Background: an optimization exercise with open tools, aiming at small area, a short achievable clock period and few clock cycles per item. Do not read the settings as production practice. Only simulation tests tie the RTL to the original design; equivalence was not proved. Power and IR drop assume default switching activity.

File: design/flow/config.mk
export PLATFORM = sky130hd
export DESIGN_NAME = DT
export DESIGN_NICKNAME = DT
export VERILOG_FILES = /design/flow/design.v
export SDC_FILE = /design/flow/constraint.sdc
export NUM_CORES = 4
export LEC_CHECK = 0
export CAP_MARGIN = 20
export CORE_MARGIN = 2
export CORE_UTILIZATION = 40
export CTS_BUF_LIST = sky130_fd_sc_hd__clkbuf_8
export SETUP_SLACK_MARGIN = 5
export SLEW_MARGIN = 20
export TNS_END_PERCENT = 100
File: design/flow/constraint.sdc
create_clock -name core_clock -period 9.0 [get_ports {clk}]
set_input_delay 1.8000 -clock core_clock [delete_from_list [all_inputs] [get_ports {clk}]]
set_output_delay 1.8000 -clock core_clock [all_outputs]
set_load 0.01 [all_outputs]
File: design/flow/design.v
module DT(
        input                   clk,
        input                   reset,
        output reg              done,
        output reg              sti_rd,
        output reg [9:0]        sti_addr,
        input      [15:0]       sti_di,
        output reg              res_wr,
        output reg              res_rd,
        output reg [13:0]       res_addr,
        output reg [7:0]        res_do,
        input      [7:0]        res_di
        );
        localparam S_W0 = 2'd0, S_W1 = 2'd1, S_RUN = 2'd2, S_END = 2'd3;
        reg        bwd;           
        reg [1:0]  st;
        reg [6:0]  r, ra;         
        reg [2:0]  q;             
        reg [15:0] acur, bcur;    
        reg [1:0]  ah, bh;        
        reg        la, la_ok;     
        reg [15:0] cur, nxt;      
        reg        pvc, pvn;      
        reg [15:0] rem;           
        reg        c_t1, c_lt1, c_bg;    
        reg        n_t1, n_lt1, n_bg;    
        reg        n_adj;         
        reg [5:0]  u0, u1, u2;    
        reg [2:0]  v;
        reg [5:0]  fo;            
        reg        fv;
        reg [1:0]  rtgt;          
        reg        pend;          
        reg [6:0]  lastp;         
        reg [5:0]  lm1;           
        wire [15:0] di_rev;
        genvar gi;
        generate for (gi = 0; gi < 16; gi = gi + 1) begin : g_rev
                assign di_rev[gi] = sti_di[15-gi];
        end endgenerate
        wire [15:0] di_scan = bwd ? sti_di : di_rev;
        function [3:0] enc;
                input [15:0] x;
                begin
                        enc[0] = |(x & 16'hAAAA);
                        enc[1] = |(x & 16'hCCCC);
                        enc[2] = |(x & 16'hF0F0);
                        enc[3] = |(x & 16'hFF00);
                end
        endfunction
        wire [18:0] ea = {1'b1, acur, ah[1], ah[0]};
        wire [17:0] eb = {bcur, bh[1], bh[0]};
        wire [15:0] t1v, lt1v;
        generate for (gi = 0; gi < 16; gi = gi + 1) begin : g_fl
                assign t1v[gi]  = ~(eb[gi+1] & ea[gi+1] & ea[gi+2] & ea[gi+3]);
                assign lt1v[gi] = ~(eb[gi] & ea[gi] & ea[gi+1] & ea[gi+2]);
        end endgenerate
        wire [15:0] oh3  = rem & (~rem + 16'd1);
        wire        pv3  = |rem;
        wire        f3_t1  = |(t1v & oh3);
        wire        f3_lt1 = |(lt1v & oh3);
        wire        f3_bg  = ~|(bcur & oh3);
        wire run    = (st == S_RUN);
        wire pready = run & pvc & ~(cur[15] & ~la_ok);
        wire t1    = c_t1 | (cur[15] & ~la);
        wire needf = bwd & ~c_bg & ~t1;
        wire needu = bwd ? (needf & ~c_lt1) : (~t1 & ~c_lt1);
        wire t1n    = n_t1 | (nxt[15] & ~la);
        wire needfn = bwd & ~n_bg & ~t1n;
        wire needun = bwd ? (needfn & ~n_lt1) : (~t1n & ~n_lt1);
        wire [2:0]  qm = q - 3'd1;
        wire [2:0]  qp = q + 3'd1;
        wire [6:0]  p    = {q, enc(cur)};
        wire [6:0]  pm1  = {cur[0]  ? qm : q, enc({cur[0], cur[15:1]})};
        wire [6:0]  pp1  = {cur[15] ? qp : q, enc({cur[14:0], cur[15]})};
        wire [6:0]  p2   = {q, enc(nxt)};
        wire [6:0]  p2m1 = {nxt[0]  ? qm : q, enc({nxt[0], nxt[15:1]})};
        wire [6:0]  p2p1 = {nxt[15] ? qp : q, enc({nxt[14:0], nxt[15]})};
        wire [2:0] vn  = v | ({3{res_rd}} & {rtgt == 2'd2, rtgt == 2'd1, rtgt == 2'd0});
        wire       fvn = fv | (res_rd & (rtgt == 2'd3));
        wire missf  = needf & ~fvn;
        wire [2:0] missu = {3{needu}} & ~vn;
        wire compute = pready & ~res_rd & ~(needf & ~fv) & ~(needu & ~(&v));
        wire [1:0] tgta = missf ? 2'd3 : missu[0] ? 2'd0 : missu[1] ? 2'd1 : 2'd2;
        wire [6:0] rposa = (missu[0] & ~missf) ? pm1 : (missf | missu[1]) ? p : pp1;
        wire rda = pready & (missf | (|missu));
        wire adv = compute | (run & ~pvc & pvn);
        wire [2:0] vsh = ~compute ? v : n_adj ? {1'b0, v[2], v[1]} : 3'b000;
        wire [2:0] missub = {3{needun}} & ~vsh;
        wire [1:0] tgtb = needfn ? 2'd3 : missub[0] ? 2'd0 : missub[1] ? 2'd1 : 2'd2;
        wire [6:0] rposb = missub[0] & ~needfn ? p2m1 : (needfn | missub[1]) ? p2 : p2p1;
        wire rdb = pvn & (needfn | (|missub));
        wire rd_next = adv ? rdb : rda;
        wire [1:0] tgt_next = adv ? tgtb : tgta;
        wire [6:0] rpos = adv ? rposb : rposa;
        wire [6:0] rrow = (tgt_next == 2'd3) ? r : ra;
        wire [6:0] rcol = bwd ? ~rpos : rpos;
        wire [6:0] wpos = compute ? p : lastp;
        wire [6:0] wcol = bwd ? ~wpos : wpos;
        wire [5:0] L   = res_do[5:0];
        wire [5:0] Lp1 = L + 6'd1;
        wire [5:0] u2p1 = u2 + 6'd1;
        wire [5:0] fom1 = fo - 6'd1;
        wire e   = needu & ((u0 == lm1) | (u1 == lm1));
        wire yl  = needu & (e ? (u2 < lm1) : (u2 < L));
        wire zx  = e ? (fo <= lm1) : (fo <= L);
        wire zy  = (fo <= u2);
        wire zl  = bwd & (yl ? zy : zx);
        wire [5:0] vmin = zl ? fo : yl ? u2p1 : e ? L : Lp1;
        wire [5:0] lmin = zl ? fom1 : yl ? u2 : e ? lm1 : L;
        wire force0 = bwd & c_bg;
        wire [5:0] val  = force0 ? 6'd0 : t1 ? 6'd1 : vmin;
        wire [5:0] lval = (force0 | t1) ? 6'd0 : lmin;
        wire word_end = run & ~pvn & ~pv3 & (compute | ~pvc);
        wire row_end  = word_end & (q == 3'd7);
        wire last_row = bwd ? (r == 7'd0) : (r == 7'd126);
        wire newpend  = compute | pend;
        always @(posedge clk) begin
                if (!reset) begin
                        bwd <= 1'b0;
                        st <= S_W0;
                        r <= 7'd1;
                        ra <= 7'd0;
                        q <= 3'd0;
                        rem <= 16'd0;
                        pvc <= 1'b0;
                        pvn <= 1'b0;
                        ah <= 2'b00;
                        bh <= 2'b00;
                        la_ok <= 1'b0;
                        v <= 3'b000;
                        fv <= 1'b0;
                        pend <= 1'b0;
                        done <= 1'b0;
                        res_wr <= 1'b0;
                        res_rd <= 1'b0;
                        sti_rd <= 1'b0;
                end else begin
                        if (res_rd) begin
                                case (rtgt)
                                2'd0: u0 <= res_di[5:0];
                                2'd1: u1 <= res_di[5:0];
                                2'd2: u2 <= res_di[5:0];
                                default: fo <= res_di[5:0];
                                endcase
                        end
                        v <= vn;
                        fv <= fvn;
                        if (compute) begin
                                res_do <= {2'b00, val};
                                lm1 <= lval;
                                u0 <= u1;
                                u1 <= u2;
                                v <= (n_adj | (cur[15] & ~pvn)) ? {1'b0, v[2], v[1]} : 3'b000;
                                fv <= 1'b0;
                                lastp <= p;
                        end
                        if (adv) begin
                                cur <= nxt;
                                pvc <= pvn;
                                c_t1 <= n_t1;
                                c_lt1 <= n_lt1;
                                c_bg <= n_bg;
                        end
                        if (adv | ~pvn) begin
                                nxt <= oh3;
                                pvn <= pv3;
                                n_t1 <= f3_t1;
                                n_lt1 <= f3_lt1;
                                n_bg <= f3_bg;
                                n_adj <= adv & |(rem & {nxt[14:0], 1'b0});
                                rem <= rem & ~oh3;
                        end
                        res_rd <= rd_next;
                        rtgt <= tgt_next;
                        res_addr <= rd_next ? {rrow, rcol} : {r, wcol};
                        if (rd_next) begin
                                res_wr <= 1'b0;
                                pend <= newpend;
                        end else begin
                                res_wr <= newpend;
                                pend <= 1'b0;
                        end
                        sti_rd <= 1'b0;
                        case (st)
                        S_W0: begin
                                if (!sti_rd) begin
                                        sti_rd <= 1'b1;
                                        sti_addr <= {ra, bwd ? 3'd7 : 3'd0};
                                end else begin
                                        acur <= di_scan;
                                        sti_rd <= 1'b1;
                                        sti_addr <= {r, bwd ? 3'd7 : 3'd0};
                                        st <= S_W1;
                                end
                        end
                        S_W1: begin
                                bcur <= di_scan;
                                if (bwd) begin
                                        cur <= 16'h0001;
                                        nxt <= 16'h0002;
                                        pvc <= 1'b1;
                                        pvn <= 1'b1;
                                        rem <= 16'hFFFC;
                                        n_adj <= 1'b1;
                                        c_t1  <= ~(bh[1] & ah[1] & acur[0] & acur[1]);
                                        c_lt1 <= ~(bh[0] & ah[0] & ah[1] & acur[0]);
                                        c_bg  <= ~di_scan[0];
                                        n_t1  <= ~(di_scan[0] & acur[0] & acur[1] & acur[2]);
                                        n_lt1 <= ~(bh[1] & ah[1] & acur[0] & acur[1]);
                                        n_bg  <= ~di_scan[1];
                                end else begin
                                        pvc <= 1'b0;
                                        pvn <= 1'b0;
                                        rem <= di_scan;
                                        if (!di_scan[0]) v <= 3'b000;
                                end
                                sti_rd <= 1'b1;
                                sti_addr <= {ra, bwd ? ~(q + 3'd1) : (q + 3'd1)};
                                la_ok <= 1'b0;
                                st <= S_RUN;
                        end
                        S_RUN: begin
                                if (!la_ok) begin
                                        la <= di_scan[0];
                                        la_ok <= 1'b1;
                                end
                                if (word_end) begin
                                        la_ok <= 1'b0;
                                        ah <= acur[15:14];
                                        bh <= bcur[15:14];
                                        acur <= di_scan;
                                        if (!row_end) begin
                                                q <= q + 3'd1;
                                                sti_rd <= 1'b1;
                                                sti_addr <= {r, bwd ? ~(q + 3'd1) : (q + 3'd1)};
                                                st <= S_W1;
                                        end else begin
                                                q <= 3'd0;
                                                ah <= 2'b00;
                                                bh <= 2'b00;
                                                v <= 3'b000;
                                                if (last_row) begin
                                                        if (bwd) begin
                                                                st <= S_END;
                                                        end else begin
                                                                bwd <= 1'b1;
                                                                r <= 7'd127;
                                                                ra <= 7'd0;
                                                                sti_rd <= 1'b1;
                                                                sti_addr <= {7'd0, 3'd7};
                                                                st <= S_W0;
                                                        end
                                                end else begin
                                                        r <= bwd ? r - 7'd1 : r + 7'd1;
                                                        ra <= r;
                                                        sti_rd <= 1'b1;
                                                        sti_addr <= {r, bwd ? 3'd7 : 3'd0};
                                                        st <= S_W0;
                                                end
                                        end
                                end
                        end
                        S_END: begin
                                if (!newpend)
                                        done <= 1'b1;
                        end
                        endcase
                end
        end
endmodule
File: design/flow/run.sh
#!/bin/bash
# synth_recipe.tcl (not shown) runs the flow's synth.tcl, then flattens the netlist and writes it again
# the make line also repeats each setting of config.mk as NAME=value (left out here)
make -C /OpenROAD-flow-scripts/flow DESIGN_CONFIG=/design/flow/config.mk WORK_HOME=/design/flow/orfs CLKGATE_MAP_FILE= SYNTH_SCRIPT=/design/flow/synth_recipe.tcl finish
==> results.sh, run 1 <==
export IMPL_outcome="finished clean"
export IMPL_core_area_mm2=0.0271
export IMPL_die_h_um=171
export IMPL_grt_max_degree=47
export IMPL_synthCells=1154
export IMPL_clock_sinks=193
export IMPL_finalClockSkew_ps=30.0
export IMPL_fin_util_pct=45.6
export IMPL_die_x_um=171
export IMPL_switchingPower_uw=994
export IMPL_layout_min_cycle_time_ps=3710
export IMPL_ir_drop_mv=0.129
export IMPL_clk_pin_slew_ps=110
export IMPL_cellPowerDensity_mw_per_mm2=213
export IMPL_io_buffers=57
export IMPL_synth_seq_cells=193
export IMPL_antenna_found_initial=0
export IMPL_synth_common_cells="nand2_1, edfxtp_1, a21oi_1"
export IMPL_grt_pass1_vias=8659
export IMPL_start_util_pct=41.0
export IMPL_p_int_mw=1.64
export IMPL_ys_flop_type="edfxtp_1"
export IMPL_tritoncts="done"
export IMPL_clk_latency_ps=480
export IMPL_grt_overflow_total=0
export IMPL_synth_seq_area_share_pct=47.5
export IMPL_drt_pass1_iterations=5
export IMPL_dp_cells=1531
export IMPL_diodes=0
export IMPL_row_count=60
export IMPL_io_pins=62
export IMPL_setup_viol=0
export IMPL_finalPower_mw=2.64
export IMPL_yosysTopAreaCell="edfxtp_1"
export IMPL_clkPwrFrac_pct=21.6
export IMPL_routedWlPerCell_um=18.6
export IMPL_cts_made_buffers=17
export IMPL_p_leak_nw=4.40
export IMPL_netlist_area_mm2=0.0111
export IMPL_setup_tns_ps=0
export IMPL_rsz0062_at_grt="no"
export IMPL_layout_worst_path_cycle_share_pct=41.2
export IMPL_cp_required_ps=9230
export IMPL_drive_gt1_share_pct=6.88
export IMPL_holdCritPathClass="reg -> reg"
export IMPL_maxCapViolations=0
export IMPL_async_flop_share_pct=0
export IMPL_crit_type="reg -> reg"
export IMPL_drtIter0Drc=818
export IMPL_viasPerCell=5.75
export IMPL_cp_arrival_ps=3940
export IMPL_ant_nets=0
export IMPL_globalplace_congestion=0.889
export IMPL_num_vias=8993
export IMPL_root_buffer="clkbuf_8"
export IMPL_wirelength_um=29100
export IMPL_synth_warnings=1
export IMPL_yosysMostFrequentCell="nand2_1"
export IMPL_drcViolationCount=0
export IMPL_syn_area_per_cell_um2=9.62
export IMPL_ctsHoldBuffers=0
export IMPL_hpwl_um=20600
export IMPL_synthTopCellsByArea="edfxtp_1, dfxtp_1, nand2_1, ha_1, a21oi_1"
export IMPL_instances_no_fill=1564
export IMPL_power_frac_seq_pct=49.5
export IMPL_fmax_mhz=269
export IMPL_finalHoldViolations=0
export IMPL_synth_edf_count=141
export IMPL_slew_headroom_pct=33.2
export IMPL_critPathCaptureType="flop"
export IMPL_cp_max_fo=23
export IMPL_die_area_mm2=0.0291
export IMPL_ys_types=74
export IMPL_area_growth_pct=11.4
export IMPL_grt_use_total_pct=20.5
export IMPL_switching_share_pct=37.7
export IMPL_netlist_area_leader_share_pct=38.1
export IMPL_worst_pin_slew_ps=1000
export IMPL_htreeDepth=4
export IMPL_power_frac_comb_pct=28.9
export IMPL_final_nets=1249
export IMPL_cts_buffer_depth=2
export IMPL_drv_slew=0
export IMPL_start_kind="flop"
export IMPL_grt_pass1_wl_um=47500
through the flow:
step	area, µm²	hold slack, ps	setup WS, ps
global route	12400	491	5020
detailed placement	12000	455	4760
finish	12400	465	5290
floorplan	11100	432	5580
global placement	12000	443	4880
CTS	12400	471	5060
placed cells by master, fill, tap and decap left out, types with 7 or more instances in the layout:
cell,count
a211oi_1,21
a21oi_1,103
a221oi_1,10
a22oi_1,20
a31oi_1,17
and2_1,9
and3_1,11
buf_4,14
clkbuf_8,17
clkdlybuf4s50_1,56
dfxtp_1,52
edfxtp_1,141
ha_1,43
inv_1,41
mux2_1,7
mux2_2,18
mux2i_1,19
nand2_1,147
nand3_1,40
nand3b_1,13
nand4_1,27
nor2_1,83
nor2b_1,21
nor3_1,23
nor4_1,20
o211ai_1,8
o21ai_0,52
o22ai_1,8
o31ai_1,7
xnor2_1,28
cell type report:
cell class | count | area (µm²)
clock buffers | 17 | 234
clock inverters | 15 | 145
flip-flops and latches | 193 | 5280
well taps | 372 | 465
repair buffers | 70 | 666
inverters | 41 | 154
multi-input cells | 856 | 5420
fillers | 2645 | 14700
power by group through the flow:
| stage | sequential [mW] | clock [mW] | combinational, mW |
|---|---|---|---|
| after global routing | 1.33 | 0.617 | 0.855 |
| final | 1.30 | 0.570 | 0.763 |
| after CTS | 1.30 | 0.583 | 0.757 |
| after detailed placement | 1.32 | 0 | 0.752 |
| after floorplan | 1.23 | 0 | 0.568 |
| after global placement | 1.32 | 0 | 0.747 |
what timing repair did:
action / 4_1_cts / 5_1_grt
endpoints found under the setup margin: 9 / 13
gates resized for setup: 1 / 0
setup buffers: 0 / 1
pin swaps: 0 / 1
registers in the layout, indices dropped and copies added, names as in the netlist, 3 cells and up:
signal / cells
u2: 6
acur: 16
bcur: 16
v: 3
res_do: 6
rem: 16
r: 7
fo: 6
res_addr: 14
lastp: 7
q: 3
u0: 6
nxt: 16
lm1: 6
cur: 16
u1: 6
ra: 7
sti_addr: 10
routing by layer:
metal	routed length, µm	part of all wire [%]	vias up	GRT usage (%)
met4	354	1.2	0	4.68
li1	-	-	4378	-
met3	1170	4.0	28	2.71
met2	13500	47	242	33.0
met1	14000	48	4345	29.4
met5	0	0	-	0
worst max-delay path, cell delays in order, from the launching register on:
cell	delay, ps
edfxtp_1	600
nor2b_2	290
nor4b_4	450
a2111o_2	550
a211oi_4	190
o31ai_1	580
a21o_1	430
mux2_1	380
path summary, 6_finish.rpt:
check	startpoint	to	slack, ps	cells past startpoint
hold reg to reg	bh[0]	bh[0]	460	2
setup reg to reg	cur[15]	res_addr[10]	5290	7
hold / removal	bh[0]	bh[0]	460	2
setup / recovery	cur[15]	res_addr[10]	5290	7
cell families after synthesis:
group                      synth area share, %
and+or+nand+nor                           18.8
AOI/OAI and AO/OA                         17.8
adders and majority gates                 5.03
DFF                                       47.5
buffers and inverters                     3.82
other                                   0.0338
muxes                                     4.25
xor gates and xnor gates                  2.68
Testbench counts, summed over its fixed seeds: cycles 1,019,793, images 24.
==> run 2: changes to the inputs <==
--- a/design/flow/config.mk
+++ b/design/flow/config.mk
@@ -9,5 +9,4 @@
 export CORE_MARGIN = 2
 export CORE_UTILIZATION = 40
-export CTS_BUF_LIST = sky130_fd_sc_hd__clkbuf_8
 export SETUP_SLACK_MARGIN = 5
 export SLEW_MARGIN = 20
==> run 2 against run 1 <==
Sequential share of layout area fell by 0.63 points. Critical path depth did not move. Routed wire length barely moved. Via count barely moved. Clock skew fell by 12 ps. Clock power rose by 31%. Utilization rose by 0.69 points. Register-to-register slack improved by 20 ps. Total power rose by 6.7%. Clock-buffer cell count rose by 2.
==> results.sh, run 2 <==
export IMPL_grt_use_total_pct=20.4
export IMPL_grt_max_degree=47
export IMPL_holdCritPathClass="reg -> reg"
export IMPL_hpwl_um=20600
export IMPL_layout_worst_path_cycle_share_pct=41.0
export IMPL_drtIter0Drc=785
export IMPL_syn_area_per_cell_um2=9.62
export IMPL_htreeDepth=4
export IMPL_core_area_mm2=0.0271
export IMPL_grt_overflow_total=0
export IMPL_yosys_area_share_adder_pct=5.03
export IMPL_ir_drop_mv=0.131
export IMPL_rsz0062_at_grt="no"
export IMPL_synthTopCellsByArea="edfxtp_1, dfxtp_1, nand2_1, ha_1, a21oi_1"
export IMPL_finalClockSkew_ps=18.3
export IMPL_synth_simple_area_share_pct=18.8
export IMPL_crit_type="reg -> reg"
export IMPL_setup_viol=0
export IMPL_yosysMostFrequentCell="nand2_1"
export IMPL_final_common_cell="nand2_1"
export IMPL_yosysTopAreaCell="edfxtp_1"
export IMPL_cts_buffer_depth=2
export IMPL_final_nets=1249
export IMPL_layout_min_cycle_time_ps=3690
export IMPL_cp_max_fo=23
export IMPL_io_pins=62
export IMPL_netlist_area_mm2=0.0111
export IMPL_viasPerCell=5.75
export IMPL_die_h_um=171
export IMPL_ant_nets=0
export IMPL_slew_headroom_pct=33.3
export IMPL_synth_xor_area_share_pct=2.68
export IMPL_min_path_cells=2
export IMPL_synth_seq_area_share_pct=47.5
export IMPL_io_buffers=57
export IMPL_ctsHoldBuffers=0
export IMPL_wirelength_um=29000
export IMPL_clk_pin_slew_ps=80
export IMPL_outcome="finished clean"
export IMPL_drv_slew=0
export IMPL_diodes=0
export IMPL_root_buffer="clkbuf_16"
export IMPL_synth_top_family_by_area="simple AND/OR/NAND/NOR gates"
export IMPL_drcViolationCount=0
export IMPL_tritoncts="done"
export IMPL_fmax_mhz=271
export IMPL_num_vias=8996
export IMPL_drive_gt1_share_pct=6.88
export IMPL_dp_cells=1531
export IMPL_die_area_mm2=0.0291
export IMPL_r2r_cells=7
export IMPL_p_leak_nw=4.48
export IMPL_dpl_worst_slack_ps=4760
export IMPL_clock_sinks=193
export IMPL_yosys_mux_area_fraction_pct=4.25
export IMPL_synth_edf_count=141
export IMPL_synth_seq_cells=193
export IMPL_instances_no_fill=1564
export IMPL_synth_compound_area_share_pct=17.8
export IMPL_worst_pin_slew_ps=997
export IMPL_setup_tns_ps=0
export IMPL_hold_ws_ps=461
export IMPL_synth_warnings=1
export IMPL_antenna_found_initial=0
export IMPL_synth_common_cells="nand2_1, edfxtp_1, a21oi_1"
export IMPL_area_growth_pct=13.1
export IMPL_start_util_pct=41.0
export IMPL_row_count=60
export IMPL_async_flop_share_pct=0
export IMPL_ys_types=74
export IMPL_cp_required_ps=9180
export IMPL_cp_arrival_ps=3870
export IMPL_grt_pass1_wl_um=47400
export IMPL_netlist_area_leader_share_pct=38.1
export IMPL_synthCells=1154
export IMPL_cts_made_buffers=17
export IMPL_drt_pass1_iterations=6
export IMPL_setup_slack_ps=5310
export IMPL_ys_flop_type="edfxtp_1"
export IMPL_cellPowerDensity_mw_per_mm2=224
export IMPL_clk_latency_ps=440
export IMPL_final_cell_mix="nand2_1, edfxtp_1, a21oi_1"
export IMPL_globalplace_congestion=0.889
export IMPL_critPathCaptureType="flop"
export IMPL_routedWlPerCell_um=18.6
export IMPL_maxCapViolations=0
export IMPL_finalHoldViolations=0
export IMPL_start_kind="flop"
export IMPL_grt_pass1_vias=8668
export IMPL_die_x_um=171
export IMPL_fin_util_pct=46.3
[run 2: logic make-up after synthesis]
kind of cell / Yosys count
xor+xnor: 34
other cells: 1
compound gates: 305
fa+ha+maj: 44
simple gates: 427
mux: 44
buf+inv: 106
flops: 193
[run 2: worst paths after layout]
kind,startpoint,end,slack (ps)
setup / recovery,cur[15],res_addr[10],5310
setup reg to reg,cur[15],res_addr[10],5310
hold / removal,bh[0],bh[0],460
hold reg to reg,bh[0],bh[0],460
[run 2: cell type report]
class | instances | area (µm²)
Timing Repair Buffer | 70 | 666
Tap cell | 372 | 465
Multi-Input combinational cell | 856 | 5420
Fill cell | 2621 | 14600
Clock buffer | 19 | 454
Clock inverter | 13 | 111
Inverter | 41 | 154
Sequential cell | 193 | 5280
[run 2: per-layer routing]
| metal | track usage [%] | wire (µm) | vias to the layer above |
|---|---|---|---|
| met5 | 0 | 0 | - |
| met4 | 4.65 | 303 | 0 |
| met3 | 2.75 | 1180 | 22 |
| met2 | 32.9 | 13600 | 222 |
| met1 | 29.3 | 13900 | 4378 |
| li1 | - | - | 4374 |
[run 2: worst max-delay path: stages (launching register included)]
cell      delay (ps)
edfxtp_1         580
nor2b_2          280
nor4b_4          450
a2111o_2         550
a211oi_4         190
o31ai_1          590
a21o_1           410
mux2_1           380
[run 2: repair_timing]
action                                  in CTS  in global routing
endpoints found under the setup margin       9                 11
gates cloned                                 0                  0
pin swaps                                    0                  1
gates resized for setup                      1                  0
setup buffers                                0                  1
[run 2: metrics by stage]
stage	instance area, µm²	total power [mW]
after floorplan	11100	1.80
after global placement	12000	2.06
after detailed placement	12000	2.07
after CTS	12500	2.81
after global routing	12500	2.97
final	12500	2.81
[run 2: power breakdown]
| group | internal [mW] | total (mW) | switching (mW) | leakage (nW) |
|---|---|---|---|---|
| sequential | 1.12 | 1.30 | 0.186 | 1.77 |
| clock | 0.382 | 0.745 | 0.363 | 0.281 |
| combinational | 0.297 | 0.764 | 0.467 | 2.43 |
==> run 3: changes to the inputs <==
--- a/design/flow/design.v
+++ b/design/flow/design.v
@@ -4,5 +4,5 @@
         output reg              done,
         output reg              sti_rd,
-        output reg [9:0]        sti_addr,
+        output     [9:0]        sti_addr,
         input      [15:0]       sti_di,
         output reg              res_wr,
@@ -22,5 +22,5 @@
         reg [15:0] cur, nxt;      
         reg        pvc, pvn;      
-        reg [15:0] rem;           
+        reg        wst;           
         reg        c_t1, c_lt1, c_bg;    
         reg        n_t1, n_lt1, n_bg;    
@@ -56,5 +56,15 @@
                 assign lt1v[gi] = ~(eb[gi] & ea[gi] & ea[gi+1] & ea[gi+2]);
         end endgenerate
-        wire [15:0] oh3  = rem & (~rem + 16'd1);
+        wire [15:0] nth, rlo;     
+        generate for (gi = 0; gi < 16; gi = gi + 1) begin : g_th
+                assign nth[gi] = |nxt[15:gi];
+        end endgenerate
+        wire [15:0] bsel = bwd ? 16'hFFFF : bcur;
+        wire [15:0] rem  = ~wst ? bsel : pvn ? (bsel & ~nth) : 16'h0000;
+        assign rlo[0] = 1'b0;
+        generate for (gi = 1; gi < 16; gi = gi + 1) begin : g_lo
+                assign rlo[gi] = |rem[gi-1:0];
+        end endgenerate
+        wire [15:0] oh3  = rem & ~rlo;
         wire        pv3  = |rem;
         wire        f3_t1  = |(t1v & oh3);
@@ -116,4 +126,54 @@
         wire last_row = bwd ? (r == 7'd0) : (r == 7'd126);
         wire newpend  = compute | pend;
+        wire [2:0] wq = (st == S_RUN) ? qp : q;
+        assign sti_addr = {(st == S_W1) ? r : ra, bwd ? ~wq : wq};
+        always @(posedge clk) begin
+                if (res_rd) begin
+                        case (rtgt)
+                        2'd0: u0 <= res_di[5:0];
+                        2'd1: u1 <= res_di[5:0];
+                        2'd2: u2 <= res_di[5:0];
+                        default: fo <= res_di[5:0];
+                        endcase
+                end
+                if (compute) begin
+                        res_do <= {2'b00, val};
+                        lm1 <= lval;
+                        u0 <= u1;
+                        u1 <= u2;
+                        lastp <= p;
+                end
+                if (adv) begin
+                        cur <= nxt;
+                        c_t1 <= n_t1;
+                        c_lt1 <= n_lt1;
+                        c_bg <= n_bg;
+                end
+                if (adv | ~pvn) begin
+                        nxt <= oh3;
+                        n_t1 <= f3_t1;
+                        n_lt1 <= f3_lt1;
+                        n_bg <= f3_bg;
+                        n_adj <= adv & |(rem & {nxt[14:0], 1'b0});
+                end
+                rtgt <= tgt_next;
+                res_addr <= rd_next ? {rrow, rcol} : {r, wcol};
+                if (st == S_W0 || (run && word_end))
+                        acur <= di_scan;
+                if (run && !la_ok)
+                        la <= di_scan[0];
+                if (st == S_W1) begin
+                        bcur <= di_scan;
+                        cur <= 16'h0001;
+                        nxt <= 16'h0002;
+                        n_adj <= 1'b1;
+                        c_t1  <= ~(bh[1] & ah[1] & acur[0] & acur[1]);
+                        c_lt1 <= ~(bh[0] & ah[0] & ah[1] & acur[0]);
+                        c_bg  <= ~di_scan[0];
+                        n_t1  <= ~(di_scan[0] & acur[0] & acur[1] & acur[2]);
+                        n_lt1 <= ~(bh[1] & ah[1] & acur[0] & acur[1]);
+                        n_bg  <= ~di_scan[1];
+                end
+        end
         always @(posedge clk) begin
                 if (!reset) begin
@@ -123,7 +183,7 @@
                         ra <= 7'd0;
                         q <= 3'd0;
-                        rem <= 16'd0;
                         pvc <= 1'b0;
                         pvn <= 1'b0;
+                        wst <= 1'b0;
                         ah <= 2'b00;
                         bh <= 2'b00;
@@ -137,42 +197,17 @@
                         sti_rd <= 1'b0;
                 end else begin
-                        if (res_rd) begin
-                                case (rtgt)
-                                2'd0: u0 <= res_di[5:0];
-                                2'd1: u1 <= res_di[5:0];
-                                2'd2: u2 <= res_di[5:0];
-                                default: fo <= res_di[5:0];
-                                endcase
-                        end
                         v <= vn;
                         fv <= fvn;
                         if (compute) begin
-                                res_do <= {2'b00, val};
-                                lm1 <= lval;
-                                u0 <= u1;
-                                u1 <= u2;
                                 v <= (n_adj | (cur[15] & ~pvn)) ? {1'b0, v[2], v[1]} : 3'b000;
                                 fv <= 1'b0;
-                                lastp <= p;
-                        end
-                        if (adv) begin
-                                cur <= nxt;
+                        end
+                        if (adv)
                                 pvc <= pvn;
-                                c_t1 <= n_t1;
-                                c_lt1 <= n_lt1;
-                                c_bg <= n_bg;
-                        end
                         if (adv | ~pvn) begin
-                                nxt <= oh3;
                                 pvn <= pv3;
-                                n_t1 <= f3_t1;
-                                n_lt1 <= f3_lt1;
-                                n_bg <= f3_bg;
-                                n_adj <= adv & |(rem & {nxt[14:0], 1'b0});
-                                rem <= rem & ~oh3;
+                                wst <= 1'b1;
                         end
                         res_rd <= rd_next;
-                        rtgt <= tgt_next;
-                        res_addr <= rd_next ? {rrow, rcol} : {r, wcol};
                         if (rd_next) begin
                                 res_wr <= 1'b0;
@@ -185,54 +220,32 @@
                         case (st)
                         S_W0: begin
-                                if (!sti_rd) begin
-                                        sti_rd <= 1'b1;
-                                        sti_addr <= {ra, bwd ? 3'd7 : 3'd0};
-                                end else begin
-                                        acur <= di_scan;
-                                        sti_rd <= 1'b1;
-                                        sti_addr <= {r, bwd ? 3'd7 : 3'd0};
+                                sti_rd <= 1'b1;
+                                if (sti_rd)
                                         st <= S_W1;
-                                end
                         end
                         S_W1: begin
-                                bcur <= di_scan;
                                 if (bwd) begin
-                                        cur <= 16'h0001;
-                                        nxt <= 16'h0002;
                                         pvc <= 1'b1;
                                         pvn <= 1'b1;
-                                        rem <= 16'hFFFC;
-                                        n_adj <= 1'b1;
-                                        c_t1  <= ~(bh[1] & ah[1] & acur[0] & acur[1]);
-                                        c_lt1 <= ~(bh[0] & ah[0] & ah[1] & acur[0]);
-                                        c_bg  <= ~di_scan[0];
-                                        n_t1  <= ~(di_scan[0] & acur[0] & acur[1] & acur[2]);
-                                        n_lt1 <= ~(bh[1] & ah[1] & acur[0] & acur[1]);
-                                        n_bg  <= ~di_scan[1];
+                                        wst <= 1'b1;
                                 end else begin
                                         pvc <= 1'b0;
                                         pvn <= 1'b0;
-                                        rem <= di_scan;
+                                        wst <= 1'b0;
                                         if (!di_scan[0]) v <= 3'b000;
                                 end
                                 sti_rd <= 1'b1;
-                                sti_addr <= {ra, bwd ? ~(q + 3'd1) : (q + 3'd1)};
                                 la_ok <= 1'b0;
                                 st <= S_RUN;
                         end
                         S_RUN: begin
-                                if (!la_ok) begin
-                                        la <= di_scan[0];
-                                        la_ok <= 1'b1;
-                                end
+                                la_ok <= 1'b1;
                                 if (word_end) begin
                                         la_ok <= 1'b0;
                                         ah <= acur[15:14];
                                         bh <= bcur[15:14];
-                                        acur <= di_scan;
                                         if (!row_end) begin
                                                 q <= q + 3'd1;
                                                 sti_rd <= 1'b1;
-                                                sti_addr <= {r, bwd ? ~(q + 3'd1) : (q + 3'd1)};
                                                 st <= S_W1;
                                         end else begin
@@ -241,6 +254,9 @@
                                                 bh <= 2'b00;
                                                 v <= 3'b000;
+                                                sti_rd <= 1'b1;
+                                                st <= S_W0;
                                                 if (last_row) begin
                                                         if (bwd) begin
+                                                                sti_rd <= 1'b0;
                                                                 st <= S_END;
                                                         end else begin
@@ -248,14 +264,8 @@
                                                                 r <= 7'd127;
                                                                 ra <= 7'd0;
-                                                                sti_rd <= 1'b1;
-                                                                sti_addr <= {7'd0, 3'd7};
-                                                                st <= S_W0;
                                                         end
                                                 end else begin
                                                         r <= bwd ? r - 7'd1 : r + 7'd1;
                                                         ra <= r;
-                                                        sti_rd <= 1'b1;
-                                                        sti_addr <= {r, bwd ? 3'd7 : 3'd0};
-                                                        st <= S_W0;
                                                 end
                                         end
==> run 3 against run 2 <==
Die area fell by 8.1%. Utilization down 0.24 points. Synthesized area down 8.3%. Routed wire length down 4.0%. First-iteration DRC count decreased by 5.6%. Combinational power fell by 2%. Global-route usage rose by 0.62 points. Register-to-register slack better by 30 ps. Fmax fell by 5.0%. Critical path depth shrank 3. Non-clock buffer count shrank 1.
==> results.sh, run 3 <==
export IMPL_outcome="finished clean"
export IMPL_drv_slew=0
export IMPL_final_area_mm2=0.0116
export IMPL_cp_required_ps=7200
export IMPL_critPathCaptureType="output pin"
export IMPL_area_growth_pct=13.7
export IMPL_slowest_delay_ps=480
export IMPL_start_kind="flop"
export IMPL_hold_ws_ps=452
export IMPL_maxCapViolations=0
export IMPL_root_buffer="clkbuf_16"
export IMPL_cts_made_buffers=17
export IMPL_clk_latency_ps=430
export IMPL_synthTopCellsByArea="edfxtp_1, dfxtp_1, ha_1, nand2_1, a21oi_1"
export IMPL_path_cells="inv_1 > ha_4 > mux2_2 > clkdlybuf4s50_1"
export IMPL_rsz0062_at_grt="no"
export IMPL_worst_pin_slew_ps=887
export IMPL_syn_area_per_cell_um2=9.13
export IMPL_grt_pass1_vias=8186
export IMPL_final_cell_mix="nand2_1, dfxtp_1, a21oi_1"
export IMPL_slew_headroom_pct=40.7
export IMPL_finalClockSkew_ps=16.9
export IMPL_worstSetupPathDepth=4
export IMPL_htreeDepth=4
export IMPL_core_area_mm2=0.0251
export IMPL_netlist_area_mm2=0.0102
export IMPL_die_area_mm2=0.0267
export IMPL_yosysMostFrequentCell="nand2_1"
export IMPL_setup_viol=0
export IMPL_synth_warnings=1
export IMPL_ys_types=102
export IMPL_crit_buf_inv=2
export IMPL_routedWlPerCell_um=18.8
export IMPL_dpl_worst_slack_ps=4920
export IMPL_synth_common_cells="nand2_1, dfxtp_1, a21oi_1"
export IMPL_grt_max_degree=73
export IMPL_synth_seq_area_share_pct=40.4
export IMPL_io_buffers=57
export IMPL_drt_pass1_iterations=5
export IMPL_drcViolationCount=0
export IMPL_ctsHoldBuffers=0
export IMPL_die_x_um=164
export IMPL_die_h_um=164
export IMPL_start_util_pct=40.5
export IMPL_min_path_cells=2
export IMPL_cts_buffer_depth=2
export IMPL_dp_cells=1447
export IMPL_drtIter0Drc=741
export IMPL_finalHoldViolations=0
export IMPL_hpwl_um=19800
export IMPL_yosysTopAreaCell="edfxtp_1"
export IMPL_instances_no_fill=1483
export IMPL_grt_use_total_pct=21.1
export IMPL_p_leak_nw=4.38
export IMPL_ys_flop_type="dfxtp_1"
export IMPL_globalplace_congestion=0.872
export IMPL_row_count=58
export IMPL_grt_pass1_wl_um=44500
export IMPL_ant_nets=0
export IMPL_clock_sinks=168
export IMPL_r2r_cells=11
export IMPL_cp_max_fo=13
export IMPL_antenna_found_initial=0
export IMPL_grt_overflow_total=0
export IMPL_viasPerCell=5.81
export IMPL_wirelength_um=27900
export IMPL_holdCritPathClass="reg -> reg"
export IMPL_layout_worst_path_cycle_share_pct=43.2
export IMPL_cp_arrival_ps=2080
export IMPL_tritoncts="done"
export IMPL_cellPowerDensity_mw_per_mm2=215
export IMPL_synth_edf_count=75
export IMPL_ir_drop_mv=0.119
export IMPL_critPathSlowestCell="clkdlybuf4s50_1"
export IMPL_layout_min_cycle_time_ps=3880
export IMPL_clk_pin_slew_ps=70
export IMPL_setup_slack_ps=5120
export IMPL_synthCells=1115
export IMPL_async_flop_share_pct=0
export IMPL_final_nets=1210
export IMPL_final_common_cell="nand2_1"
export IMPL_setup_tns_ps=0
export IMPL_diodes=0
export IMPL_fin_util_pct=46.1
export IMPL_crit_type="reg -> out"
export IMPL_netlist_area_leader_share_pct=22.1
export IMPL_finalPower_mw=2.49
export IMPL_drive_gt1_share_pct=11.3
export IMPL_critPathTopFamily="buffers and inverters"
export IMPL_synth_seq_cells=168
export IMPL_placed_area_mm2=0.0109
export IMPL_num_vias=8617
export IMPL_io_pins=62
export IMPL_fmax_mhz=257
==> run 3: cell types whose count changed after synthesis, moves of 15 or more <==
cell      before  now
nand2_1      147  128
nand3_1       40   59
dfxtp_1       52   93
edfxtp_1     141   75
a22oi_1       20    5
mux2_2        18   33
o21ai_0       52   36
a21oi_1      103   79
a21boi_0       0   15
==> run 3: repair_timing <==
item                       4_1_cts  5_1_grt
gates resized for setup         17        6
pin swaps                        1        0
setup endpoints to repair       26       10
gates cloned                     0        1
buffers inserted                 1        2
==> run 3: worst min-delay path: stages (launching register included) <==
cell     delay (ps)
dfxtp_1         300
nand2_1          50
nand2_1          60
==> run 3: area by class of cell <==
cell class | instances | area [µm²]
Sequential cell | 168 | 4120
Clock buffer | 18 | 439
Timing Repair Buffer | 69 | 701
Tap cell | 330 | 413
Fill cell | 2485 | 13500
Inverter | 45 | 173
Clock inverter | 14 | 100
Multi-Input combinational cell | 839 | 5620
==> run 3: report_power, final <==
| part | switching [mW] | internal, mW |
|---|---|---|
| combinational | 0.459 | 0.291 |
| clock | 0.321 | 0.362 |
| sequential | 0.127 | 0.932 |
==> run 3: cell families after synthesis <==
| kind of cell | after synthesis | share of synthesized area [%] |
|---|---|---|
| xor gates and xnor gates | 40 | 3.44 |
| DFF | 168 | 40.4 |
| adders and majority gates | 44 | 5.48 |
| muxes | 48 | 5.18 |
| buffers and inverters | 109 | 4.99 |
| other | 1 | 0.0369 |
| AOI/OAI and AO/OA | 273 | 18.7 |
| and+or+nand+nor | 432 | 21.8 |
==> run 3: worst paths after layout <==
kind	startpoint	endpoint	slack (ps)
setup / recovery	st[1]	sti_addr[7]	5120
hold / removal	lastp[6]	lastp[6]	450
setup reg to reg	st[0]	ra[0]	5340
hold reg to reg	lastp[6]	lastp[6]	450
==> run 3: per-layer routing <==
| layer | wire, µm | part of all wire (%) | global-route usage, % | vias to the layer above |
|---|---|---|---|---|
| met5 | 0 | 0 | 0 | - |
| met3 | 1300 | 4.7 | 3.33 | 40 |
| met4 | 536 | 1.9 | 6.38 | 0 |
| li1 | - | - | - | 4178 |
| met2 | 12800 | 46 | 32.7 | 274 |
| met1 | 13200 | 47 | 30.1 | 4125 |
Testbench counts of run 3, summed over its fixed seeds: cycles 1,019,793, images 24.
==> run 4: changes to the inputs <==
--- a/design/flow/config.mk
+++ b/design/flow/config.mk
@@ -9,4 +9,6 @@
 export CORE_MARGIN = 2
 export CORE_UTILIZATION = 40
+export CTS_BUF_LIST = sky130_fd_sc_hd__clkbuf_8
+export CTS_CLUSTER_SIZE = 16
 export SETUP_SLACK_MARGIN = 5
 export SLEW_MARGIN = 20
==> run 4 against run 3 <==
Critical path depth did not move. Critical path type unchanged. Critical endpoint unchanged. Clock-buffer cell count stayed put. Utilization is 0.91 points lower. Hold slack gained 3.0 ps. Final cell count decreased by 0.13%. Largest power group unchanged.
==> results.sh, run 4 <==
export IMPL_cellPowerDensity_mw_per_mm2=203
export IMPL_async_flop_share_pct=0
export IMPL_synth_common_cells="nand2_1, dfxtp_1, a21oi_1"
export IMPL_p_leak_nw=4.29
export IMPL_tritoncts="done"
export IMPL_crit_type="reg -> out"
export IMPL_hpwl_um=19800
export IMPL_syn_area_per_cell_um2=9.13
export IMPL_synth_seq_area_share_pct=40.4
export IMPL_outcome="finished clean"
export IMPL_drt_pass1_iterations=5
export IMPL_synthCells=1115
export IMPL_ant_nets=0
export IMPL_synth_warnings=1
export IMPL_cts_made_buffers=17
export IMPL_io_buffers=57
export IMPL_synth_edf_count=75
export IMPL_area_growth_pct=11.4
export IMPL_die_area_mm2=0.0267
export IMPL_viasPerCell=5.81
export IMPL_final_nets=1208
export IMPL_die_x_um=164
export IMPL_clk_pin_slew_ps=90
export IMPL_grt_max_degree=73
export IMPL_finalPower_mw=2.30
export IMPL_layout_worst_path_cycle_share_pct=42.6
export IMPL_antenna_found_initial=0
export IMPL_yosysTopAreaCell="edfxtp_1"
export IMPL_setup_tns_ps=0
export IMPL_start_kind="flop"
export IMPL_fillers=2505
export IMPL_critPathCaptureType="output pin"
export IMPL_ys_types=102
export IMPL_netlist_area_mm2=0.0102
export IMPL_rsz0062_at_grt="no"
export IMPL_final_cell_mix="nand2_1, dfxtp_1, a21oi_1"
export IMPL_grt_use_total_pct=20.8
export IMPL_io_pins=62
export IMPL_synthTopCellsByArea="edfxtp_1, dfxtp_1, ha_1, nand2_1, a21oi_1"
export IMPL_num_vias=8600
export IMPL_clk_latency_ps=460
export IMPL_drive_gt1_share_pct=11.2
export IMPL_start_util_pct=40.5
export IMPL_grt_overflow_total=0
export IMPL_layout_min_cycle_time_ps=3840
export IMPL_finalHoldViolations=0
export IMPL_finalClockSkew_ps=18.3
export IMPL_drtIter0Drc=735
export IMPL_maxCapViolations=0
export IMPL_fin_util_pct=45.2
export IMPL_crit_path_start="st[1]"
export IMPL_drcViolationCount=0
export IMPL_globalplace_congestion=0.872
export IMPL_wirelength_um=27600
export IMPL_row_count=58
export IMPL_die_h_um=164
export IMPL_grt_pass1_vias=8137
export IMPL_core_area_mm2=0.0251
export IMPL_diodes=0
export IMPL_final_common_cell="nand2_1"
export IMPL_cp_max_fo=8
export IMPL_yosysMostFrequentCell="nand2_1"
export IMPL_hold_ws_ps=455
export IMPL_netlist_area_leader_share_pct=22.1
export IMPL_worst_pin_slew_ps=826
export IMPL_synth_seq_cells=168
export IMPL_clock_sinks=168
export IMPL_fmax_mhz=261
export IMPL_htreeDepth=4
export IMPL_cts_buffer_depth=2
export IMPL_cp_required_ps=7200
export IMPL_setup_viol=0
export IMPL_ys_flop_type="dfxtp_1"
export IMPL_routedWlPerCell_um=18.6
export IMPL_rr_startpoint="pvn"
export IMPL_holdCritPathClass="reg -> reg"
export IMPL_drv_slew=0
export IMPL_hp_start="lastp[6]"
export IMPL_slew_headroom_pct=44.4
export IMPL_grt_pass1_wl_um=44200
export IMPL_root_buffer="clkbuf_8"
export IMPL_cp_arrival_ps=2040
export IMPL_ir_drop_mv=0.120
## run 4: cell counts after synthesis
Identical to the previous run, type by type.
## run 4: critical path: stages, from the launching register on
cell and delay [ps]:
dfxtp_1 390, inv_1 130, ha_4 230, mux2_2 350, clkdlybuf4s50_1 480
## run 4: cells by family (layout without fill, tap and decap cells)
| logic type | after synthesis | after routing | share of synthesized area [%] |
|---|---|---|---|
| and+or+nand+nor | 432 | 432 | 21.8 |
| AOI/OAI and AO/OA | 273 | 273 | 18.7 |
| DFF | 168 | 168 | 40.4 |
| buffers and inverters | 109 | 144 | 4.99 |
| muxes | 48 | 48 | 5.18 |
| adders and majority gates | 44 | 44 | 5.48 |
| xor gates and xnor gates | 40 | 40 | 3.44 |
| other | 1 | 2 | 0.0369 |
## run 4: stage by stage
step                worst slack, ps  cells  area [µm²]
global route                   5050   1481       11300
floorplan                      5290   1116       10200
finish                         5160   1481       11300
detailed placement             4920   1447       10900
CTS                            4940   1480       11300
global placement               4940   1447       10900
## run 4: timing repair
action	CTS	global route
gates resized for setup	19	5
setup endpoints to repair	26	16
hold buffers	0	0
buffers inserted	1	1
pin swaps	0	1
## run 4: per-layer routing
metal | share of wire [%] | routed length [µm] | up-vias | track usage, %
met3 | 4.7 | 1300 | 41 | 2.87
met5 | 0 | 0 | - | 0
met4 | 2.0 | 545 | 0 | 6.42
met2 | 45 | 12500 | 284 | 32.2
met1 | 48 | 13200 | 4099 | 30.0
li1 | - | - | 4176 | -
## run 4: worst paths after layout
path / endpoint / slack [ps] / cells after the start
max: sti_addr[7] / 5160 / 4
min: lastp[6] / 450 / 2
max reg2reg: acur[3] / 5330 / 7
min reg2reg: lastp[6] / 450 / 2
## run 4: cell type report
type	count	area, µm²	share of cell area, %
Clock inverter	14	100	0.883
Tap cell	330	413	3.64
Sequential cell	168	4130	36.4
Timing Repair Buffer	67	666	5.87
Multi-Input combinational cell	839	5610	49.5
Clock buffer	18	248	2.18
Inverter	45	173	1.52
## run 4: power by group
| group | internal (mW) | total [mW] | switching (mW) | leakage [nW] |
|---|---|---|---|---|
| combinational | 0.292 | 0.752 | 0.460 | 2.65 |
| sequential | 0.930 | 1.06 | 0.126 | 1.46 |
| clock | 0.199 | 0.496 | 0.296 | 0.177 |
| total | 1.42 | 2.30 | 0.882 | 4.29 |
==> run 5: changes to the inputs <==
--- a/design/flow/config.mk
+++ b/design/flow/config.mk
@@ -8,7 +8,8 @@
 export CAP_MARGIN = 20
 export CORE_MARGIN = 2
-export CORE_UTILIZATION = 40
+export CORE_UTILIZATION = 60
 export CTS_BUF_LIST = sky130_fd_sc_hd__clkbuf_8
 export CTS_CLUSTER_SIZE = 16
+export PLACE_DENSITY = 0.75
 export SETUP_SLACK_MARGIN = 5
 export SLEW_MARGIN = 20
==> run 5 against run 4 <==
Utilization is 23 points higher. Non-clock buffer count increased by 2. Register-to-register slack worse by 190 ps. Largest power group unchanged.
==> results.sh, run 5 <==
export IMPL_outcome="finished clean"
export IMPL_core_area_mm2=0.0166
export IMPL_drt_pass1_iterations=6
export IMPL_dp_cells=1336
export IMPL_final_cell_mix="nand2_1, dfxtp_1, a21oi_1"
export IMPL_ys_flop_type="dfxtp_1"
export IMPL_path_cells="inv_1 > ha_4 > buf_4 > xnor2_1 > xnor2_1 > dlygate4sd2_1"
export IMPL_p_leak_nw=4.34
export IMPL_async_flop_share_pct=0
export IMPL_ir_drop_mv=0.155
export IMPL_row_count=47
export IMPL_hold_ws_ps=461
export IMPL_synth_seq_cells=168
export IMPL_setup_tns_ps=0
export IMPL_rr_startpoint="wst"
export IMPL_grt_max_degree=73
export IMPL_r2r_end="acur[4]"
export IMPL_cp_required_ps=7200
export IMPL_grt_use_total_pct=29.4
export IMPL_root_buffer="clkbuf_8"
export IMPL_netlist_area_leader_share_pct=22.1
export IMPL_die_area_mm2=0.0180
export IMPL_drv_slew=0
export IMPL_clk_pin_slew_ps=80
export IMPL_antenna_found_initial=0
export IMPL_grt_overflow_total=0
export IMPL_instances_no_fill=1373
export IMPL_ant_nets=0
export IMPL_die_h_um=134
export IMPL_yosysMostFrequentCell="nand2_1"
export IMPL_yosysTopAreaCell="edfxtp_1"
export IMPL_cts_made_buffers=17
export IMPL_wirelength_um=26100
export IMPL_slew_headroom_pct=28.2
export IMPL_io_buffers=57
export IMPL_layout_min_cycle_time_ps=3970
export IMPL_setup_viol=0
export IMPL_crit_type="reg -> out"
export IMPL_drcViolationCount=0
export IMPL_crit_path_start="st[0]"
export IMPL_fmax_mhz=252
export IMPL_synth_edf_count=75
export IMPL_finalClockSkew_ps=19.1
export IMPL_cp_max_fo=4
export IMPL_cellPowerDensity_mw_per_mm2=213
export IMPL_synth_seq_area_share_pct=40.4
export IMPL_area_growth_pct=10.9
export IMPL_diodes=0
export IMPL_crit_buf_inv=3
export IMPL_critPathSlowestCell="dfxtp_1"
export IMPL_viasPerCell=6.35
export IMPL_critPathCaptureType="output pin"
export IMPL_fillers=1363
export IMPL_slowest_delay_ps=460
export IMPL_synth_warnings=1
export IMPL_synth_common_cells="nand2_1, dfxtp_1, a21oi_1"
export IMPL_final_nets=1210
export IMPL_num_vias=8722
export IMPL_hpwl_um=18200
export IMPL_synthTopCellsByArea="edfxtp_1, dfxtp_1, ha_1, nand2_1, a21oi_1"
export IMPL_cp_arrival_ps=2170
export IMPL_clk_latency_ps=490
export IMPL_cts_buffer_depth=2
export IMPL_drive_gt1_share_pct=11.0
export IMPL_grt_pass1_vias=8041
export IMPL_critPathTopFamily="buffers and inverters"
export IMPL_worstSetupPathDepth=6
export IMPL_worst_pin_slew_ps=1050
export IMPL_crit_top_cell="xnor2_1"
export IMPL_die_x_um=134
export IMPL_r2r_cells=7
export IMPL_crit_path_end="sti_addr[0]"
export IMPL_tritoncts="done"
export IMPL_seq_area_mm2=0.00412
export IMPL_io_pins=62
export IMPL_start_kind="flop"
export IMPL_htreeDepth=4
export IMPL_maxCapViolations=0
export IMPL_drtIter0Drc=882
export IMPL_finalHoldViolations=0
export IMPL_final_common_cell="nand2_1"
export IMPL_start_util_pct=61.4
export IMPL_routedWlPerCell_um=19.0
export IMPL_multiInputGateArea_mm2=0.00559
export IMPL_layout_worst_path_cycle_share_pct=44.2
export IMPL_rsz0062_at_grt="yes"
export IMPL_syn_area_per_cell_um2=9.13
export IMPL_synthCells=1115
export IMPL_globalplace_congestion=0.939
export IMPL_ys_types=102
export IMPL_netlist_area_mm2=0.0102
export IMPL_reg2reg_slack_ps=5140
export IMPL_holdCritPathClass="reg -> reg"
export IMPL_grt_pass1_wl_um=42000
export IMPL_clock_sinks=168
run 5: cell counts after synthesis:
Identical to the previous run, type by type.
run 5: how the worst min path moves through the flow:
stage / from / end / slack, ps / cells past startpoint
finish: lastp[6] / lastp[6] / 460 / 2
global route: lastp[6] / lastp[6] / 480 / 2
CTS: lastp[6] / lastp[6] / 460 / 2
detailed placement: lastp[6] / lastp[6] / 440 / 2
global placement: lastp[4] / lastp[4] / 430 / 2
floorplan: lastp[6] / lastp[6] / 420 / 2
run 5: through the flow:
step / setup slack (ps) / instance area, µm² / total power, mW / util, %
after floorplan: 5290 / 10200 / 1.57 / -
after global placement: 4980 / 10700 / 1.77 / 64.8
after detailed placement: 4890 / 10700 / 1.78 / 64.8
after CTS: 4880 / 11300 / 2.38 / 67.9
after global routing: 4950 / 11300 / 2.52 / 68.1
final: 5030 / 11300 / 2.40 / 68.1
run 5: cell type report:
cell class              count  share of cell area, %
clock inverters            14                   1.33
repair buffers             69                   6.46
inverters                  45                   1.50
well taps                 220                   2.44
multi-input cells         839                   49.6
clock buffers              18                   2.19
flip-flops and latches    168                   36.5
run 5: logic make-up (layout without fill, tap and decap cells):
group	count (synthesis)	in the layout	share of synthesized area [%]
other	1	2	0.0369
AO/OA/AOI/OAI	273	273	18.7
buffers and inverters	109	146	4.99
multiplexers	48	48	5.18
AND/OR/NAND/NOR	432	432	21.8
XOR/XNOR	40	40	3.44
adder cells (fa/ha/maj)	44	44	5.48
flip-flops	168	168	40.4
run 5: worst min-delay path: stages (launching register included):
cell     delay, ps
dfxtp_1        310
nand2_1         50
nand2_1         60
run 5: per-layer routing:
metal | wire, µm | up-vias | GRT usage, % | part of all wire, %
li1 | - | 4187 | - | -
met1 | 12000 | 4111 | 43.5 | 46
met2 | 11600 | 384 | 44.1 | 44
met3 | 2020 | 40 | 5.33 | 7.8
met4 | 444 | 0 | 8.65 | 1.7
met5 | 0 | - | 0 | 0
run 5: report_power, final:
| group | leakage, nW | internal [mW] | switching, mW |
|---|---|---|---|
| combinational | 2.68 | 0.326 | 0.462 |
| clock | 0.205 | 0.239 | 0.317 |
| sequential | 1.46 | 0.930 | 0.126 |
| total | 4.34 | 1.49 | 0.906 |
run 5: what timing repair did:
action / CTS / global route
hold buffers: 0 / 0
hold endpoints to repair: 0 / 0
gates cloned: 2 / 0
pin swaps: 1 / 0
setup endpoints to repair: 26 / 27
resized for setup: 15 / 5
setup buffers: 2 / 1
==> run 6: changes to the inputs <==
--- a/design/flow/design.v
+++ b/design/flow/design.v
@@ -4,5 +4,5 @@
         output reg              done,
         output reg              sti_rd,
-        output     [9:0]        sti_addr,
+        output reg [9:0]        sti_addr,
         input      [15:0]       sti_di,
         output reg              res_wr,
@@ -126,6 +126,6 @@
         wire last_row = bwd ? (r == 7'd0) : (r == 7'd126);
         wire newpend  = compute | pend;
-        wire [2:0] wq = (st == S_RUN) ? qp : q;
-        assign sti_addr = {(st == S_W1) ? r : ra, bwd ? ~wq : wq};
+        wire [2:0] w0  = bwd ? 3'd7 : 3'd0;
+        wire [2:0] wq1 = bwd ? ~qp : qp;
         always @(posedge clk) begin
                 if (res_rd) begin
@@ -163,4 +163,10 @@
                 if (run && !la_ok)
                         la <= di_scan[0];
+                case (st)
+                S_W0: sti_addr <= {sti_rd ? r : ra, w0};
+                S_W1: sti_addr <= {ra, wq1};
+                S_RUN: sti_addr <= {row_end ? (last_row ? 7'd0 : r) : r, row_end ? (last_row ? 3'd7 : w0) : wq1};
+                default: ;
+                endcase
                 if (st == S_W1) begin
                         bcur <= di_scan;
--- a/design/flow/config.mk
+++ b/design/flow/config.mk
@@ -8,8 +8,7 @@
 export CAP_MARGIN = 20
 export CORE_MARGIN = 2
-export CORE_UTILIZATION = 60
+export CORE_UTILIZATION = 40
 export CTS_BUF_LIST = sky130_fd_sc_hd__clkbuf_8
 export CTS_CLUSTER_SIZE = 16
-export PLACE_DENSITY = 0.75
 export SETUP_SLACK_MARGIN = 5
 export SLEW_MARGIN = 20
==> run 6 against run 5 <==
Die area is 49% higher. Synthesized cell count is 2.1% higher. Via count increased by 1.4%. Total power rose by 2.7%. Final cell count up 9.6%. Critical endpoint is now res_addr[8].
==> results.sh, run 6 <==
export IMPL_slowest_delay_ps=590
export IMPL_ys_types=87
export IMPL_final_nets=1232
export IMPL_slew_headroom_pct=31.7
export IMPL_synth_warnings=1
export IMPL_path_cells="and2b_1 > nor4b_4 > a2111o_2 > nand2_2 > nor4_1 > a31oi_1 > a21oi_2 > mux2_2"
export IMPL_final_area_mm2=0.0115
export IMPL_finalClockSkew_ps=20.1
export IMPL_globalplace_congestion=0.883
export IMPL_cellPowerDensity_mw_per_mm2=214
export IMPL_rsz0062_at_grt="no"
export IMPL_root_buffer="clkbuf_8"
export IMPL_final_common_cell="nand2_1"
export IMPL_antenna_found_initial=0
export IMPL_synth_seq_cells=178
export IMPL_cts_buffer_depth=2
export IMPL_maxCapViolations=0
export IMPL_finalHoldViolations=0
export IMPL_drv_slew=0
export IMPL_io_pins=62
export IMPL_synth_common_cells="nand2_1, nor2_1, a21oi_1"
export IMPL_critPathSlowestCell="nor4b_4"
export IMPL_grt_max_degree=64
export IMPL_wirelength_um=28400
export IMPL_die_x_um=164
export IMPL_finalPower_mw=2.46
export IMPL_grt_pass1_wl_um=46100
export IMPL_yosysMostFrequentCell="nand2_1"
export IMPL_cp_max_fo=24
export IMPL_synth_edf_count=85
export IMPL_placed_area_mm2=0.0110
export IMPL_setup_slack_ps=5180
export IMPL_ir_drop_mv=0.106
export IMPL_cp_required_ps=9360
export IMPL_outcome="finished clean"
export IMPL_synthCells=1138
export IMPL_row_count=58
export IMPL_synth_seq_area_share_pct=43.2
export IMPL_yosysTopAreaCell="edfxtp_1"
export IMPL_routedWlPerCell_um=18.9
export IMPL_multiInputGateArea_mm2=0.00544
export IMPL_synthTopCellsByArea="edfxtp_1, dfxtp_1, ha_1, nand2_1, a21oi_1"
export IMPL_netlist_area_leader_share_pct=25.0
export IMPL_crit_type="reg -> reg"
export IMPL_ant_nets=0
export IMPL_cts_made_buffers=17
export IMPL_drive_gt1_share_pct=8.94
export IMPL_die_h_um=164
export IMPL_grt_overflow_total=0
export IMPL_drt_pass1_iterations=5
export IMPL_clk_latency_ps=470
export IMPL_area_growth_pct=12.6
export IMPL_start_util_pct=40.7
export IMPL_syn_area_per_cell_um2=8.97
export IMPL_grt_use_total_pct=21.6
export IMPL_layout_worst_path_cycle_share_pct=42.4
export IMPL_p_leak_nw=4.19
export IMPL_dpl_worst_slack_ps=4200
export IMPL_hpwl_um=20100
export IMPL_async_flop_share_pct=0
export IMPL_ys_flop_type="dfxtp_1"
export IMPL_viasPerCell=5.88
export IMPL_ctsHoldBuffers=0
export IMPL_critPathCaptureType="flop"
export IMPL_htreeDepth=4
export IMPL_clk_pin_slew_ps=90
export IMPL_diodes=0
export IMPL_fillers=2483
export IMPL_worst_pin_slew_ps=1020
export IMPL_layout_min_cycle_time_ps=3820
export IMPL_grt_pass1_vias=8538
export IMPL_clock_sinks=178
export IMPL_cp_arrival_ps=4170
export IMPL_start_kind="flop"
export IMPL_setup_viol=0
export IMPL_tritoncts="done"
export IMPL_setup_tns_ps=0
export IMPL_core_area_mm2=0.0251
export IMPL_seq_area_mm2=0.00442
export IMPL_final_cell_mix="nand2_1, nor2_1, a21oi_1"
export IMPL_io_buffers=57
export IMPL_hold_ws_ps=452
export IMPL_drtIter0Drc=790
export IMPL_drcViolationCount=0
export IMPL_netlist_area_mm2=0.0102
export IMPL_fmax_mhz=262
export IMPL_die_area_mm2=0.0268
export IMPL_num_vias=8844
export IMPL_holdCritPathClass="reg -> reg"
==> run 6: through the flow <==
stage	utilization (%)	cells
CTS	45.5	1501
finish	45.8	1505
detailed placement	43.7	1469
global route	45.8	1505
floorplan	-	1139
global placement	43.7	1469
==> run 6: final timing paths <==
| path | from | end | slack (ps) | cells past startpoint |
|---|---|---|---|---|
| worst max-delay path | cur[15] | res_addr[8] | 5180 | 8 |
| worst min-delay path | lastp[6] | lastp[6] | 450 | 2 |
| worst max register to register | cur[15] | res_addr[8] | 5180 | 8 |
| worst min register to register | lastp[6] | lastp[6] | 450 | 2 |
==> run 6: what timing repair did <==
| action | CTS | global route |
|---|---|---|
| setup endpoints to repair | 65 | 54 |
| gates cloned | 0 | 1 |
| gates resized for setup | 8 | 11 |
| setup buffers | 0 | 3 |
| pin swaps | 0 | 2 |
==> run 6: critical path, delay by kind of cell (launching register included) <==
family	cells	cell delay, ps
mux	1	400
simple gates	4	1720
flops	1	460
compound gates	3	1130
==> run 6: area by class of cell <==
cell class | count | area share, %
flip-flops and latches | 178 | 38.4
multi-input cells | 851 | 47.3
inverters | 49 | 1.63
clock inverters | 15 | 1.49
clock buffers | 17 | 2.03
well taps | 330 | 3.59
repair buffers | 65 | 5.52
==> run 6: kinds of logic (layout without fill, tap and decap cells) <==
| logic type | Yosys count | after routing | synth area share (%) |
|---|---|---|---|
| simple gates | 441 | 441 | 21.3 |
| compound gates | 291 | 292 | 18.6 |
| flops | 178 | 178 | 43.2 |
| buf+inv | 111 | 146 | 4.38 |
| fa+ha+maj | 44 | 44 | 5.47 |
| mux | 37 | 37 | 3.93 |
| xor+xnor | 35 | 35 | 3.00 |
| other cells | 1 | 2 | 0.0367 |
==> run 6: layer usage <==
layer	up-vias	global-route usage [%]	share of wire (%)
li1	4274	-	-
met1	4233	29.7	46
met3	41	3.18	5.2
met5	-	0	0
met4	0	7.30	1.9
met2	296	34.8	47
==> run 6: power breakdown <==
part           total, mW  internal, mW  switching, mW
sequential          1.11         0.980          0.131
combinational      0.774         0.284          0.490
clock              0.580         0.274          0.306
Testbench counts of run 6, summed over its fixed seeds: cycles 1,019,793, images 24.

## port drivers added, routing unchanged
How much do the figures lean on ideal ports? The routed layouts below were timed once more, with nothing changed but the port constraints. Step 1 sets driving cells, clkbuf_16 on the clock port and buf_2 on the other inputs (assumed; they add their load-dependent delay and slew). Step 2 adds t to the input delays and takes it off the output delays; t is the mean of the earliest and latest rising clock arrival at the registers after step 1. Input paths then give back, and output paths get back, about the clock's delay inside the block. Three values: ideal ports, drivers, drivers and shift; two values: the first two.
run | t, ns | slack for setup (ns) | worst hold slack (ns) | slew at the worst register clock pin (ns)
run 1 | 0.511 | 5.289 / 5.289 / 5.002 | 0.465 / 0.465 / 0.465 | 0.13 / 0.13
run 2 | 0.478 | 5.311 / 5.311 / 4.989 | 0.461 / 0.461 / 0.461 | 0.08 / 0.08
run 3 | 0.475 | 5.116 / 5.068 / 5.336 | 0.452 / 0.452 / 0.452 | 0.07 / 0.07
run 4 | 0.499 | 5.162 / 5.117 / 5.332 | 0.455 / 0.455 / 0.455 | 0.10 / 0.10
run 5 | 0.524 | 5.026 / 4.986 / 5.141 | 0.461 / 0.461 / 0.461 | 0.10 / 0.10
run 6 | 0.502 | 5.181 / 5.181 / 4.755 | 0.452 / 0.452 / 0.452 | 0.10 / 0.10
After both steps setup and hold are still met in every run listed. The setup slack of run 6, which loses most, moves by 0.000 ns with the drivers and by -0.426 ns with both steps.
